From an optimization exercise on the open Yosys and OpenROAD flow, aimed at small area; shortcuts taken in it are not production practice.
Function was checked by simulation only, so behaviour that the tests miss may differ from the original.

## flow/design.v (module list and top-level ports; edited modules follow where they fit)
// module FIR_filter: 1758 lines
module FIR_filter(data_in,data_out,reset,CLK,music);
  // ...
==> flow/flow/run.sh <==
#!/bin/bash
# Standard ORFS synthesis, then a netlist pass that re-chooses the polarity
# of the full-adder cells (a full adder is self-dual) to drop the inverters
# Yosys' extract_fa leaves between adders, then the standard layout.
set -euo pipefail
W=$(pwd)
R=$W/orfs/results/$FLOW_PLATFORM/FIR_filter/base
bash standard.sh synth > $W/synth.log 2>&1
cp $R/1_2_yosys.v $W/1_2_yosys.std.v
python3 $W/flow/polar.py $W/1_2_yosys.std.v $W/1_2_yosys.pol.v > $W/polar.log 2>&1
cp $W/1_2_yosys.pol.v $R/1_2_yosys.v
rm -f $R/1_synth.odb $R/1_synth.sdc
bash standard.sh finish > $W/layout.log 2>&1
==> flow/flow/polar.py <==
#!/usr/bin/env python3
"""Re-choose the polarity of full-adder cells in a flat Yosys netlist.

A full adder is self-dual: FA(~a,~b,~c) = (~sum, ~cout).  Yosys' extract_fa
picks each adder's polarity locally, which leaves many inverters between
adders.  This script flips adders (inverting all three inputs and both
outputs) to minimise the number of inverters needed, then rewrites the
netlist with one shared inverter per signal that needs its complement.
The logic function of every net that is used by a non-adder cell, a
register or a port is unchanged.

usage: polar.py in.v out.v
"""
import re, sys, random, os

INV_TYPES = ('sky130_fd_sc_hd__inv_', 'sky130_fd_sc_hd__clkinv_')
FA_TYPE = 'sky130_fd_sc_hd__fa_'
OUT_PINS = {'X', 'Y', 'Q', 'Q_N', 'SUM', 'COUT', 'HI', 'LO'}

src = open(sys.argv[1]).read()
cell_re = re.compile(r'^(\s*)(sky130_fd_sc_hd__\w+)\s+(\\\S+\s|\S+)\s*\((.*?)\);\n', re.S | re.M)
pin_re = re.compile(r'\.(\w+)\(\s*(\\\S+\s|[^()\s]+)\s*\)')


def norm(n):
    return n.strip()


cells = []   # dict(type,name,pins{pin:net}, span)
for m in cell_re.finditer(src):
    pins = {p: norm(n) for p, n in pin_re.findall(m.group(4))}
    cells.append(dict(type=m.group(2), name=m.group(3).strip(), pins=pins, span=m.span(), indent=m.group(1)))

# ports
ports = set()
mod = re.search(r'module\s+\w+\s*\((.*?)\);', src, re.S)
decl = {}
for kind, rng, names in re.findall(r'^\s*(input|output)\s*(\[[^\]]*\])?\s*([^;]+);', src, re.M):
    for nm in names.split(','):
        nm = nm.strip()
        if rng:
            hi, lo = [int(x) for x in rng[1:-1].split(':')]
            for i in range(min(hi, lo), max(hi, lo) + 1):
                ports.add('%s[%d]' % (nm, i))
        ports.add(nm)

driver = {}
for c in cells:
    for p, n in c['pins'].items():
        if p in OUT_PINS:
            driver[n] = c

is_inv = lambda c: c['type'].startswith(INV_TYPES)
is_fa = lambda c: c['type'].startswith(FA_TYPE)


def root(n):
    par = 0
    seen = 0
    while n in driver and is_inv(driver[n]) and n not in ports:
        n = driver[n]['pins']['A']
        par ^= 1
        seen += 1
        if seen > 50: raise Exception('loop')
    return n, par


# inverters whose output is a port stay as they are (treated as ordinary cells)
removable = [c for c in cells if is_inv(c) and c['pins']['Y'] not in ports]
keep_cells = [c for c in cells if not (is_inv(c) and c['pins']['Y'] not in ports)]

fas = [c for c in keep_cells if is_fa(c)]
fa_idx = {id(c): i for i, c in enumerate(fas)}
# fixed FAs: drive a port directly
fixed = set()
for i, c in enumerate(fas):
    if c['pins']['SUM'] in ports or c['pins']['COUT'] in ports:
        fixed.add(i)

# consumers: (root, parity_needed_relative_to_root_value, fa_index or None, cell, pin)
uses = {}   # root -> list of (fa or -1, parity)
consumers = []
for c in keep_cells:
    for p, n in c['pins'].items():
        if p in OUT_PINS: continue
        if p == 'CLK' or p == 'RESET_B' or p == 'SET_B':
            r, par = root(n)
            consumers.append((c, p, r, par, -1))
            uses.setdefault(r, []).append((-1, par))
            continue
        r, par = root(n)
        f = fa_idx.get(id(c), -1)
        consumers.append((c, p, r, par, f))
        uses.setdefault(r, []).append((f, par))

drv_fa = {}
for i, c in enumerate(fas):
    drv_fa[c['pins']['SUM']] = i
    drv_fa[c['pins']['COUT']] = i

flip = [0] * len(fas)


def root_cost(r):
    d = drv_fa.get(r, -1)
    av = flip[d] if d >= 0 else 0
    for f, par in uses.get(r, []):
        need = par ^ (flip[f] if f >= 0 else 0)
        if need != av:
            return 1
    return 0


fa_roots = []
for i, c in enumerate(fas):
    rs = set()
    rs.add(c['pins']['SUM']); rs.add(c['pins']['COUT'])
    for p in ('A', 'B', 'CIN'):
        rs.add(root(c['pins'][p])[0])
    fa_roots.append(rs)


def total():
    return sum(root_cost(r) for r in uses)


before_inv = len(removable)
best = total()
import math
rng = random.Random(12345)
cur = best
best_flip = flip[:]
free = [i for i in range(len(fas)) if i not in fixed]
NIT = int(os.environ.get('POLAR_ITERS', '400000'))
T0 = 1.0
for it in range(NIT):
    T = T0 * (1 - it / NIT) + 0.01
    i = free[rng.randrange(len(free))]
    rs = fa_roots[i]
    c0 = sum(root_cost(r) for r in rs)
    flip[i] ^= 1
    c1 = sum(root_cost(r) for r in rs)
    d = c1 - c0
    if d <= 0 or rng.random() < math.exp(-d / T):
        cur += d
        if cur < best:
            best = cur
            best_flip = flip[:]
    else:
        flip[i] ^= 1
flip[:] = best_flip
# final greedy polish
improved = True
while improved:
    improved = False
    for i in free:
        rs = fa_roots[i]
        c0 = sum(root_cost(r) for r in rs)
        flip[i] ^= 1
        c1 = sum(root_cost(r) for r in rs)
        if c1 < c0: improved = True
        else: flip[i] ^= 1
after = total()

# rewrite
inv_net = {}
new_cells = []
ninv = 0


def inv_of(r):
    global ninv
    if r not in inv_net:
        ninv += 1
        nm = 'pol_n%d' % ninv
        inv_net[r] = nm
        new_cells.append('  sky130_fd_sc_hd__inv_1 pol_i%d (\n    .A(%s),\n    .Y(%s)\n  );\n' % (ninv, esc(r), nm))
    return inv_net[r]


def esc(n):
    return n + ' ' if n.startswith('\\') else n


newpins = {}
for (c, p, r, par, f) in consumers:
    d = drv_fa.get(r, -1)
    av = flip[d] if d >= 0 else 0
    need = par ^ (flip[f] if f >= 0 else 0)
    newpins[(id(c), p)] = r if need == av else inv_of(r)

out = []
pos = 0
for c in cells:
    s, e = c['span']
    out.append(src[pos:s])
    pos = e
    if is_inv(c) and c['pins']['Y'] not in ports:
        continue
    pins = []
    for p, n in c['pins'].items():
        if (id(c), p) in newpins:
            n = newpins[(id(c), p)]
        pins.append('    .%s(%s)' % (p, esc(n)))
    out.append('%s%s %s (\n%s\n  );\n' % (c['indent'], c['type'], esc(c['name']), ',\n'.join(pins)))
tail = src[pos:]
i = tail.rfind('endmodule')
decls = ''.join('  wire %s;\n' % nm for nm in inv_net.values())
out.append(tail[:i] + decls + ''.join(new_cells) + tail[i:])
open(sys.argv[2], 'w').write(''.join(out))
print('fa %d fixed %d; inverters %d -> %d (model %d -> %d)' % (len(fas), len(fixed), before_inv, ninv, best, after))
==> flow/standard.sh <==
#!/bin/bash
# synth_recipe.tcl (not shown) runs the flow's synth.tcl, then flattens the netlist and writes it again
# the make line also repeats each setting of config.mk as NAME=value (left out here)
make -C /OpenROAD-flow-scripts/flow DESIGN_CONFIG=/design/flow/config.mk WORK_HOME=/design/flow/orfs CLKGATE_MAP_FILE= SYNTH_SCRIPT=/design/flow/synth_recipe.tcl "${@:-finish}"
==> flow/config.mk <==
export PLATFORM = sky130hd
export DESIGN_NAME = FIR_filter
export DESIGN_NICKNAME = FIR_filter
export VERILOG_FILES = /design/flow/design.v
export SDC_FILE = /design/flow/constraint.sdc
export NUM_CORES = 4
export LEC_CHECK = 0
export CAP_MARGIN = 20
export CORE_MARGIN = 2
export CORE_UTILIZATION = 65
export CTS_BUF_LIST = sky130_fd_sc_hd__clkbuf_8
export CTS_CLUSTER_DIAMETER = 50
export CTS_CLUSTER_SIZE = 18
export SLEW_MARGIN = 20
==> flow/constraint.sdc <==
create_clock -name core_clock -period 8.0 [get_ports {CLK}]
set_input_delay 1.6000 -clock core_clock [delete_from_list [all_inputs] [get_ports {CLK}]]
set_output_delay 1.6000 -clock core_clock [all_outputs]
set_load 0.01 [all_outputs]
==> run notes, run 1 <==
- Routed Antenna Nets: 0
- Setup bufs post-CTS: 0
- Seq/total area: 32.8%
- CLK BUF: 34
- Status: timing/DRC/antenna clean
- Post-route setup TNS: 0 ps
- Remaining Overflow, GRT: 0
- Crit path largest cell delay: 970 ps
- Transition time of the tightest slew-check pin: 967 ps
- Largest net degree at the start of global routing: 177
- Placement Cell Area: 26200 um2
- DR vias: 11100
- Crit-path cells: ha_1 -> fa_1 -> fa_1 -> fa_1 -> fa_1 -> fa_1 -> fa_1 -> fa_1 -> fa_1 -> fa_1 -> fa_1 -> fa_1 -> fa_1 -> fa_1 -> fa_1
- Filler cells: 2542
- Core ar.: 38400 um2
- CTS tree: done
- Htree depth: 2
- Multi-input gates: 816
- Layout sequential cell count: 354
- Register clock-pin slew on the reported worst setup and hold paths: 100 ps
- # nets final: 2251
- Commonest non-fill, non-tap cell in the layout: fa_1
- Crit path required time: 8560 ps
- CTS Buffer Depth: 3
- Tmin final: 7750 ps
- Clk_skew: 30.9 ps
- Clock buf/inv share: 2.87%
==> run 2, diff against run 1 <==
--- a/flow/flow/run.sh
+++ b/flow/flow/run.sh
@@ -11,3 +11,5 @@
 cp $W/1_2_yosys.pol.v $R/1_2_yosys.v
 rm -f $R/1_synth.odb $R/1_synth.sdc
+export BUFFER_PORTS_ARGS="-buffer_cell sky130_fd_sc_hd__buf_1"
+export CTS_ARGS="-sink_clustering_enable -repair_clock_nets -dont_use_dummy_load -buf_list sky130_fd_sc_hd__clkbuf_8 -sink_clustering_size 18 -sink_clustering_max_diameter 50"
 bash standard.sh finish > $W/layout.log 2>&1
==> run 2 against run 1 <==
Net effect: via count about the same; non-clock buffer count decreased by 2; worst setup slack got worse by 100 ps; fmax decreased by 1.3%; first-iteration DRC count increased by 19%; highest routed layer unchanged; final area decreased by 2.4%; synthesized cell count unchanged; final cell count decreased by 1.5%.
==> run notes, run 2 <==
- FF-to-FF Start: r10[0]$_DFF_PN0_
- Crit-path cells: ha_1 -> fa_1 -> fa_1 -> fa_1 -> fa_1 -> fa_1 -> inv_1 -> fa_1 -> fa_1 -> fa_1 -> fa_1 -> fa_1 -> fa_1 -> fa_1 -> fa_1
- Post-CTS sizing: 0
- Global-route wire length before repair: 85.7 mm
- M1 GR Usage: 44.5%
- Share of cells above drive strength 1: 4.39%
- Worst reg-to-reg setup slack: 150 ps
- MaxCap Viol Count: 0
- Worst Path Max Fanout: 6
- Busiest layer in global routing: met2
- HPWL Detailed: 50.3 mm
- Number of port buffers: 49
- Final Wtd Congestion: 0.967
- First drt pass iteration count: 5
- Status: timing/DRC/antenna clean
- Remaining Overflow, GRT: 0 (unchanged)
- Antenna cells: 0
- Met2 Use GR: 50.3%
- Post-route setup TNS: 0 ps (unchanged)
- Io pins: 51
- Tmin final: 7850 ps (+105 ps)
- Core ar.: 38400 um2 (unchanged)
- Top reg by flops: cs
- Worst hold path stage count: 0
- Max Slew Vio Count: 0
- Slowest cell on the critical path: fa_1
- Initial core utilization: 65.4%
- Critical Path Start: r10[0]$_DFF_PN0_
- Core Rows: 72
- CTS tree: done
- Mean Syn Cell Area: 18.1 um2
- F_max: 127 MHz
- Largest net degree at the start of global routing: 170 (-4.0%)
- RR Endpoint: cs[28]$_DFF_PN0_
- DR vias: 11100 (+0.045%)
- Synth warnings: 1
- Most frequent cells in the layout: 716 x fa_1, 354 x dfrtp_1, 182 x inv_1, 50 x ha_1, 48 x buf_1
- Setup bufs post-CTS: 0 (unchanged)
- Crit path required time: 8480 ps (-80 ps)
- Commonest non-fill, non-tap cell in the layout: fa_1
- Number of vias per cell: 5.61
- Post-synthesis cell area: 25100 um2
- Initial DRC Count: 824
- Hold Crit Class: reg -> reg
- Hold path endpoint: r12[0]$_DFF_PN0_
- Placement Cell Area: 25900 um2 (-1.2%)
- Min-Delay Startpoint: r11[0]$_DFF_PN0_
- Final wirelength: 56.5 mm
- Syn nets: 2170
- Die ar.: 40200 um2
- DRC: 0
- Crit path largest cell delay: 1010 ps (+40 ps)
- Htree depth: 1 (-1)
- CTS Buffer Depth: 3 (unchanged)
- Critical Path Sink Type: register
- Synth Instances: 1385
- RSZ-0062 raised after global routing: false
- # nets final: 2246 (-0.22%)
- Worst path bufs/invs: 1
- Crit path DAT: 8330 ps
- R2R cell count: 15
- Wirelength per Cell: 28.6 um
- Setup-failing EPs final: 0
- Die Wd: 201 um
- Area growth from synthesis to layout: 4.96%
- Final hold viol count: 0
- Routed Antenna Nets: 0 (unchanged)
- Clock root cell: clkbuf_8
- Clock Sink Count: 354
- Clk_skew: 81.9 ps (+51.1 ps)
- Hold buffers post-CTS: 0
- Via count of the first global-routing pass: 13800
- Finished Cell Area: 26400 um2
- Clock latency at the later pin of the worst-skew pair: 680 ps
- WS Path Type: reg -> reg
- CP delay by family, top: adder cells
- Total GRT Usage: 30.8%
- Cell mode on critical path: fa_1
- Max reg flops: 50
- Initial antenna violation count: 0
- M3 GR Usage: 4.94%
- Register clock-pin slew on the reported worst setup and hold paths: 90 ps (about the same)
- Final Cycle Share: 98.1%
- TritonCTS Buffers: 31
- DIE HEIGHT: 201 um
- Transition time of the tightest slew-check pin: 1010 ps (+38.6 ps)
- CP Launch Type: register
- Max transition margin: 32.9%
## run 2: routing by layer
metal | up-vias | routed length (um)
li1 | 4174 | -
met1 | 6477 | 22000
met2 | 357 | 29300
met3 | 84 | 3360
met4 | 0 | 1830
met5 | - | 0
## run 2: worst register-to-register path, stage by stage (launching register included)
cell and delay, ps:
dfrtp_1 370, ha_1 220, fa_1 470, fa_1 460, fa_1 430, fa_1 490, fa_1 1010, inv_1 300
fa_1 490, fa_1 580, fa_1 470, fa_1 510, fa_1 550, fa_1 450, fa_1 510, fa_1 410
## run 2: how the worst max path moves through the flow
stage	cells past startpoint	slack, ps	end
2_1_floorplan	15	740	cs[24]$_DFF_PN0_
3_3_place_gp	15	280	cs[22]$_DFF_PN0_
3_5_place_dp	15	260	cs[22]$_DFF_PN0_
4_1_cts	15	220	cs[22]$_DFF_PN0_
5_1_grt	15	2	cs[22]$_DFF_PN0_
6_report	15	150	cs[28]$_DFF_PN0_
## run 2: final cells by class
cell class / count / area (um2)
Sequential cell: 354 / 8860
Tap cell: 518 / 648
Multi-Input combinational cell: 816 / 15300
Timing Repair Buffer: 76 / 415
Inverter: 182 / 683
Clock buffer: 31 / 427
Fill cell: 2631 / 12000
## run 2: metrics by stage
stage          hold WS, ps  utilization (%)  worst slack, ps  cells
2_1_floorplan          331                -              740   1385
3_3_place_gp           332             67.6              281   1946
3_5_place_dp           336             67.6              263   1946
4_1_cts                328             68.7              224   1977
5_1_grt                343             68.7             1.65   1977
6_report               332             68.7              149   1977
==> run 3, diff against run 2 <==
--- a/flow/config.mk
+++ b/flow/config.mk
@@ -8,5 +8,5 @@
 export CAP_MARGIN = 20
 export CORE_MARGIN = 2
-export CORE_UTILIZATION = 65
+export CORE_UTILIZATION = 40
 export CTS_BUF_LIST = sky130_fd_sc_hd__clkbuf_8
 export CTS_CLUSTER_DIAMETER = 50
==> run 3 against run 2 <==
Net effect: global-route usage fell by 11 points; worst setup slack improved by 180 ps; still clean on timing, DRC and antenna; highest routed layer unchanged; critical path type unchanged; synthesized cell count did not move.
==> run notes, run 3 <==
- Cell mode on critical path: fa_1
- Synth warnings: 1 (unchanged)
- Share of cells above drive strength 1: 5.36% (+0.97 points)
- CTS tree: done
- Setup bufs post-CTS: 0 (unchanged)
- Top reg by flops: cs
- Mean Syn Cell Area: 18.1 um2 (unchanged)
- Wirelength per Cell: 25.6 um (-10%)
- Largest net degree at the start of global routing: 168 (-1.2%)
- Max transition margin: 37.8% (+4.8 points)
- Most frequent cells in the layout: 716 x fa_1, 354 x dfrtp_1, 182 x inv_1, 50 x ha_1, 48 x buf_1
- CTS Buffer Depth: 3 (unchanged)
- MaxCap Viol Count: 0 (unchanged)
- Worst reg-to-reg setup slack: 330 ps (+180 ps)
- Hold buffers post-CTS: 0 (unchanged)
- Clock Sink Count: 354 (unchanged)
- Via count of the first global-routing pass: 13900 (+0.96%)
- First drt pass iteration count: 5 (unchanged)
- Slowest cell on the critical path: fa_1
- Total GRT Usage: 19.9% (-11 points)
- Critical Path Sink Type: register
- Clk_skew: 63.0 ps (-18.9 ps)
- Filler cells: 5529 (+110%)
- Register clock-pin slew on the reported worst setup and hold paths: 100 ps (about the same)
- Final wirelength: 59.2 mm (+4.7%)
- # nets final: 2261 (+0.67%)
- Worst path bufs/invs: 2 (+1)
- Post-synthesis cell area: 25100 um2 (unchanged)
- Crit-path cells: ha_1 -> inv_1 -> ha_1 -> inv_1 -> fa_1 -> fa_1 -> fa_1 -> fa_1 -> fa_1 -> fa_1 -> fa_1 -> fa_1 -> fa_1 -> fa_1 -> fa_1 -> fa_1
- Core Rows: 91 (+26%)
- Max Slew Vio Count: 0 (unchanged)
- Io pins: 51 (unchanged)
- WS Path Type: reg -> reg
- Routed Antenna Nets: 0 (unchanged)
- CP delay by family, top: adder cells
- Worst Path Max Fanout: 3 (-3)
- Initial DRC Count: 742 (-10%)
- Remaining Overflow, GRT: 0 (unchanged)
- DIE HEIGHT: 255 um (+27%)
- Clock root cell: clkbuf_8
- Setup WS pre-CTS: 326 ps (+63.3 ps)
- Die Wd: 255 um (+27%)
- Crit path required time: 8440 ps (-40 ps)
- CP Launch Type: register
- Final worst slack: 333 ps (+184 ps)
- Synth Instances: 1385 (unchanged)
- Global-route wire length before repair: 89.5 mm (+4.4%)
- Crit path largest cell delay: 630 ps (-380 ps)
- F_max: 130 MHz (+2.4%)
- Number of vias per cell: 4.69 (-16%)
- Initial antenna violation count: 1 (+1)
- Placed Instances: 2275 (+17%)
- Final Wtd Congestion: 0.920 (-4.9%)
- DR vias: 10800 (-2.3%)
- HPWL Detailed: 53.0 mm (+5.5%)
- Number of port buffers: 49 (unchanged)
- Die ar.: 64800 um2 (+61%)
- Transition time of the tightest slew-check pin: 934 ps (-72.3 ps)
- RSZ-0062 raised after global routing: false
- Post-route setup TNS: 0 ps (unchanged)
- Initial core utilization: 40.5% (-25 points)
- Commonest non-fill, non-tap cell in the layout: fa_1
- DRC: 0 (unchanged)
- Post-CTS sizing: 0 (unchanged)
- Htree depth: 2 (+1)
- Clock latency at the later pin of the worst-skew pair: 630 ps (-50 ps)
- Setup-failing EPs final: 0 (unchanged)
- Max reg flops: 50 (unchanged)
- Final Util: 43.4% (-25 points)
- Hold Crit Class: reg -> reg
- Status: timing/DRC/antenna clean
- TritonCTS Buffers: 36 (+16%)
- Crit path DAT: 8110 ps (-220 ps)
- Final Cycle Share: 95.8% (-2.3 points)
- Syn nets: 2170 (unchanged)
- Non-Filler Instances: 2312 (+17%)
- Tmin final: 7670 ps (-184 ps)
- Final hold viol count: 0 (unchanged)
- Area growth from synthesis to layout: 7.13%
- Core ar.: 61900 um2 (+61%)
run 3: cell types whose count changed in the layout (fill, tap and decap cells not counted):
cell | before | now
diode_2 | 0 | 1
buf_4 | 25 | 35
clkbuf_8 | 31 | 36
run 3: cell type report:
cell class	count	area [um2]	share of cell area, %
repair buffers	86	490	1.82
clock buffers	36	495	1.84
well taps	837	1050	3.89
flip-flops and latches	354	8860	32.9
inverters	182	683	2.54
multi-input cells	816	15300	57.0
diodes	1	2.50	0.00930
run 3: final timing paths:
path / from / to / cells past startpoint
setup / recovery: r7[7]$_DFF_PN0_ / cs[24]$_DFF_PN0_ / 16
min in group asynchronous: reset / cs[28]$_DFF_PN0_ / 1
setup reg to reg: r7[7]$_DFF_PN0_ / cs[24]$_DFF_PN0_ / 16
hold / removal: r1[9]$_DFF_PN0_ / r2[9]$_DFF_PN0_ / 0
max in group asynchronous: reset / r0[9]$_DFF_PN0_ / 2
hold reg to reg: r1[9]$_DFF_PN0_ / r2[9]$_DFF_PN0_ / 0
run 3: through the flow:
stage	instance area, um2	hold slack [ps]
2_1_floorplan	25100	331
3_3_place_gp	26400	334
3_5_place_dp	26400	335
4_1_cts	26900	307
5_1_grt	26900	302
6_report	26900	306
run 3: routing by layer:
metal / part of all wire (%) / GRT usage (%)
met5: 0 / 0
met4: 1.9 / 4.29
met3: 4.1 / 3.15
met2: 51 / 32.9
met1: 43 / 28.2
run 3: worst reg2reg max path, stage by stage (launching register included):
cell     delay (ps)
dfrtp_1         400
ha_1            450
inv_1           190
ha_1            310
inv_1            50
fa_1            500
fa_1            520
fa_1            490
fa_1            540
fa_1            630
fa_1            490
fa_1            450
fa_1            520
fa_1            520
fa_1            460
fa_1            510
fa_1            480
==> run 4, diff against run 3 <==
==> flow/config.mk (replaced) <==
export PLATFORM = sky130hd
export DESIGN_NAME = FIR_filter
export DESIGN_NICKNAME = FIR_filter
export VERILOG_FILES = /design/flow/design.v
export SDC_FILE = /design/flow/constraint.sdc
export NUM_CORES = 4
export LEC_CHECK = 0
export CAP_MARGIN = 5
export CORE_MARGIN = 2
export CORE_UTILIZATION = 65
export SLEW_MARGIN = 5
==> run 4 against run 3 <==
Net effect: via count increased by 2.4%; critical endpoint is now cs[28]$_DFF_PN0_; wire length decreased by 4.5%; first-iteration DRC count increased by 11%.
==> run notes, run 4 <==
- Crit path required time: 8480 ps (+40 ps)
- Clock latency at the later pin of the worst-skew pair: 680 ps (+50 ps)
- Final wirelength: 56.5 mm (-4.5%)
- Final hold viol count: 0 (unchanged)
- Cell mode on critical path: fa_1
- Hold buffers post-CTS: 0 (unchanged)
- TritonCTS Buffers: 31 (-14%)
- Share of cells above drive strength 1: 4.39% (-0.97 points)
- Max transition margin: 32.9% (-4.8 points)
- Initial core utilization: 65.4% (+25 points)
- Max Slew Vio Count: 0 (unchanged)
- Wirelength per Cell: 28.6 um (+12%)
- Post-route setup TNS: 0 ps (unchanged)
- Slowest cell on the critical path: fa_1
- CTS tree: done
- Io pins: 51 (unchanged)
- Worst hold path stage count: 0 (unchanged)
- Crit path largest cell delay: 1010 ps (+380 ps)
- FF-to-FF Start: r10[0]$_DFF_PN0_
- DR vias: 11100 (+2.4%)
- Placed Instances: 1946 (-14%)
- Number of vias per cell: 5.61 (+20%)
- Final Cycle Share: 98.1% (+2.3 points)
- Non-Filler Instances: 1977 (-14%)
- Mean Syn Cell Area: 18.1 um2 (unchanged)
- Clk_skew: 81.9 ps (+18.9 ps)
- Post-synthesis cell area: 25100 um2 (unchanged)
- Top reg by flops: cs
- CP delay by family, top: adder cells
- Worst Path Max Fanout: 6 (+3)
- Min-Delay Startpoint: r11[0]$_DFF_PN0_
- DIE HEIGHT: 201 um (-21%)
- Die Wd: 201 um (-21%)
- F_max: 127 MHz (-2.3%)
- Post-CTS sizing: 0 (unchanged)
- Via count of the first global-routing pass: 13800 (-0.95%)
- DRC: 0 (unchanged)
- Final Wtd Congestion: 0.967 (+5.2%)
- Core ar.: 38400 um2 (-38%)
- Register clock-pin slew on the reported worst setup and hold paths: 90 ps (about the same)
- Setup-failing EPs final: 0 (unchanged)
- Critical Path Sink Type: register
- Tmin final: 7850 ps (+184 ps)
- Global-route wire length before repair: 85.7 mm (-4.2%)
- Setup bufs post-CTS: 0 (unchanged)
- Synth warnings: 1 (unchanged)
- Clock Sink Count: 354 (unchanged)
- MaxCap Viol Count: 0 (unchanged)
- CTS Buffer Depth: 3 (unchanged)
- Hold Crit Class: reg -> reg
- Remaining Overflow, GRT: 0 (unchanged)
- Filler cells: 2631 (-52%)
- Largest net degree at the start of global routing: 170 (+1.2%)
- Critical Path Start: r10[0]$_DFF_PN0_
- Max reg flops: 50 (unchanged)
- Number of port buffers: 49 (unchanged)
- Antenna cells: 0 (-1)
- Crit path DAT: 8330 ps (+220 ps)
- Commonest non-fill, non-tap cell in the layout: fa_1
- CP Launch Type: register
- R2R cell count: 15 (-1)
- Die ar.: 40200 um2 (-38%)
- Critical Path Stages: 15 (-1)
- Htree depth: 1 (-1)
- Syn nets: 2170 (unchanged)
- Area growth from synthesis to layout: 4.96%
- First drt pass iteration count: 5 (unchanged)
- Synth Instances: 1385 (unchanged)
- Initial DRC Count: 824 (+11%)
- Core Rows: 72 (-21%)
- RSZ-0062 raised after global routing: false
- Routed Antenna Nets: 0 (unchanged)
- Status: timing/DRC/antenna clean
- # nets final: 2246 (-0.66%)
- Crit-path cells: ha_1 -> fa_1 -> fa_1 -> fa_1 -> fa_1 -> fa_1 -> inv_1 -> fa_1 -> fa_1 -> fa_1 -> fa_1 -> fa_1 -> fa_1 -> fa_1 -> fa_1
- HPWL Detailed: 50.3 mm (-5.2%)
- Total GRT Usage: 30.8% (+11 points)
- Clock root cell: clkbuf_8
- WS Path Type: reg -> reg
- Most frequent cells in the layout: 716 x fa_1, 354 x dfrtp_1, 182 x inv_1, 50 x ha_1, 48 x buf_1
- Initial antenna violation count: 0 (-1)
- Transition time of the tightest slew-check pin: 1010 ps (+72.3 ps)
- Worst path bufs/invs: 1 (-1)
-- run 4: per-stage QoR --
| stage | setup WS [ps] | utilization [%] | instance area [um2] | hold slack [ps] |
|---|---|---|---|---|
| final | 149 | 68.7 | 26400 | 332 |
| after global routing | 1.65 | 68.7 | 26400 | 343 |
| after CTS | 224 | 68.7 | 26400 | 328 |
| after detailed placement | 263 | 67.6 | 25900 | 336 |
| after global placement | 281 | 67.6 | 25900 | 332 |
| after floorplan | 740 | - | 25100 | 331 |
-- run 4: final cells by class --
type                            instances  area (um2)  area share, %
Multi-Input combinational cell        816       15300           58.1
Sequential cell                       354        8860           33.6
Inverter                              182         683           2.59
Tap cell                              518         648           2.46
Timing Repair Buffer                   76         415           1.58
Clock buffer                           31         427           1.62
-- run 4: worst paths after layout --
path	end	slack, ps
max	cs[28]$_DFF_PN0_	150
min	r12[0]$_DFF_PN0_	330
max reg2reg	cs[28]$_DFF_PN0_	150
min reg2reg	r12[0]$_DFF_PN0_	330
max in group asynchronous	r18[13]$_DFF_PN0_	5760
min in group asynchronous	r0[5]$_DFF_PN0_	930
-- run 4: routing by layer --
metal  track usage [%]  wire (um)  part of all wire [%]
met1              44.5      22000                    39
met2              50.3      29300                    52
met3              4.94       3360                   5.9
met4              9.37       1830                   3.2
met5                 0          0                     0

-- re-timing with driven ports --
The flow's constraints put no driver on any port. The routed layouts listed below were extracted and timed again, unchanged, in two steps. Step 1 assumes that a clkbuf_16 drives the clock port and a buf_2 every other input. Step 2 also shifts input and output timing later by t, the mid clock arrival at the registers, as if the neighbouring blocks saw the same clock. Three values: ideal ports, drivers, drivers and shift; two values: the first two.
run | t (ns) | setup WS [ns] | worst hold slack (ns) | latest minus earliest clock arrival (ns) | worst slew at a driven data input, ns
run 1 | 0.665 | 0.254 / 0.254 / 0.254 | 0.332 / 0.332 / 0.332 | 0.035 / 0.035 | 0.05
run 2 | 0.688 | 0.149 / 0.149 / 0.149 | 0.332 / 0.332 / 0.332 | 0.091 / 0.091 | 0.04
run 3 | 0.639 | 0.333 / 0.333 / 0.333 | 0.306 / 0.306 / 0.306 | 0.087 / 0.087 | 0.04
run 4 | 0.688 | 0.149 / 0.149 / 0.149 | 0.332 / 0.332 / 0.332 | 0.091 / 0.091 | 0.04
After both steps setup and hold are still met in every run listed.
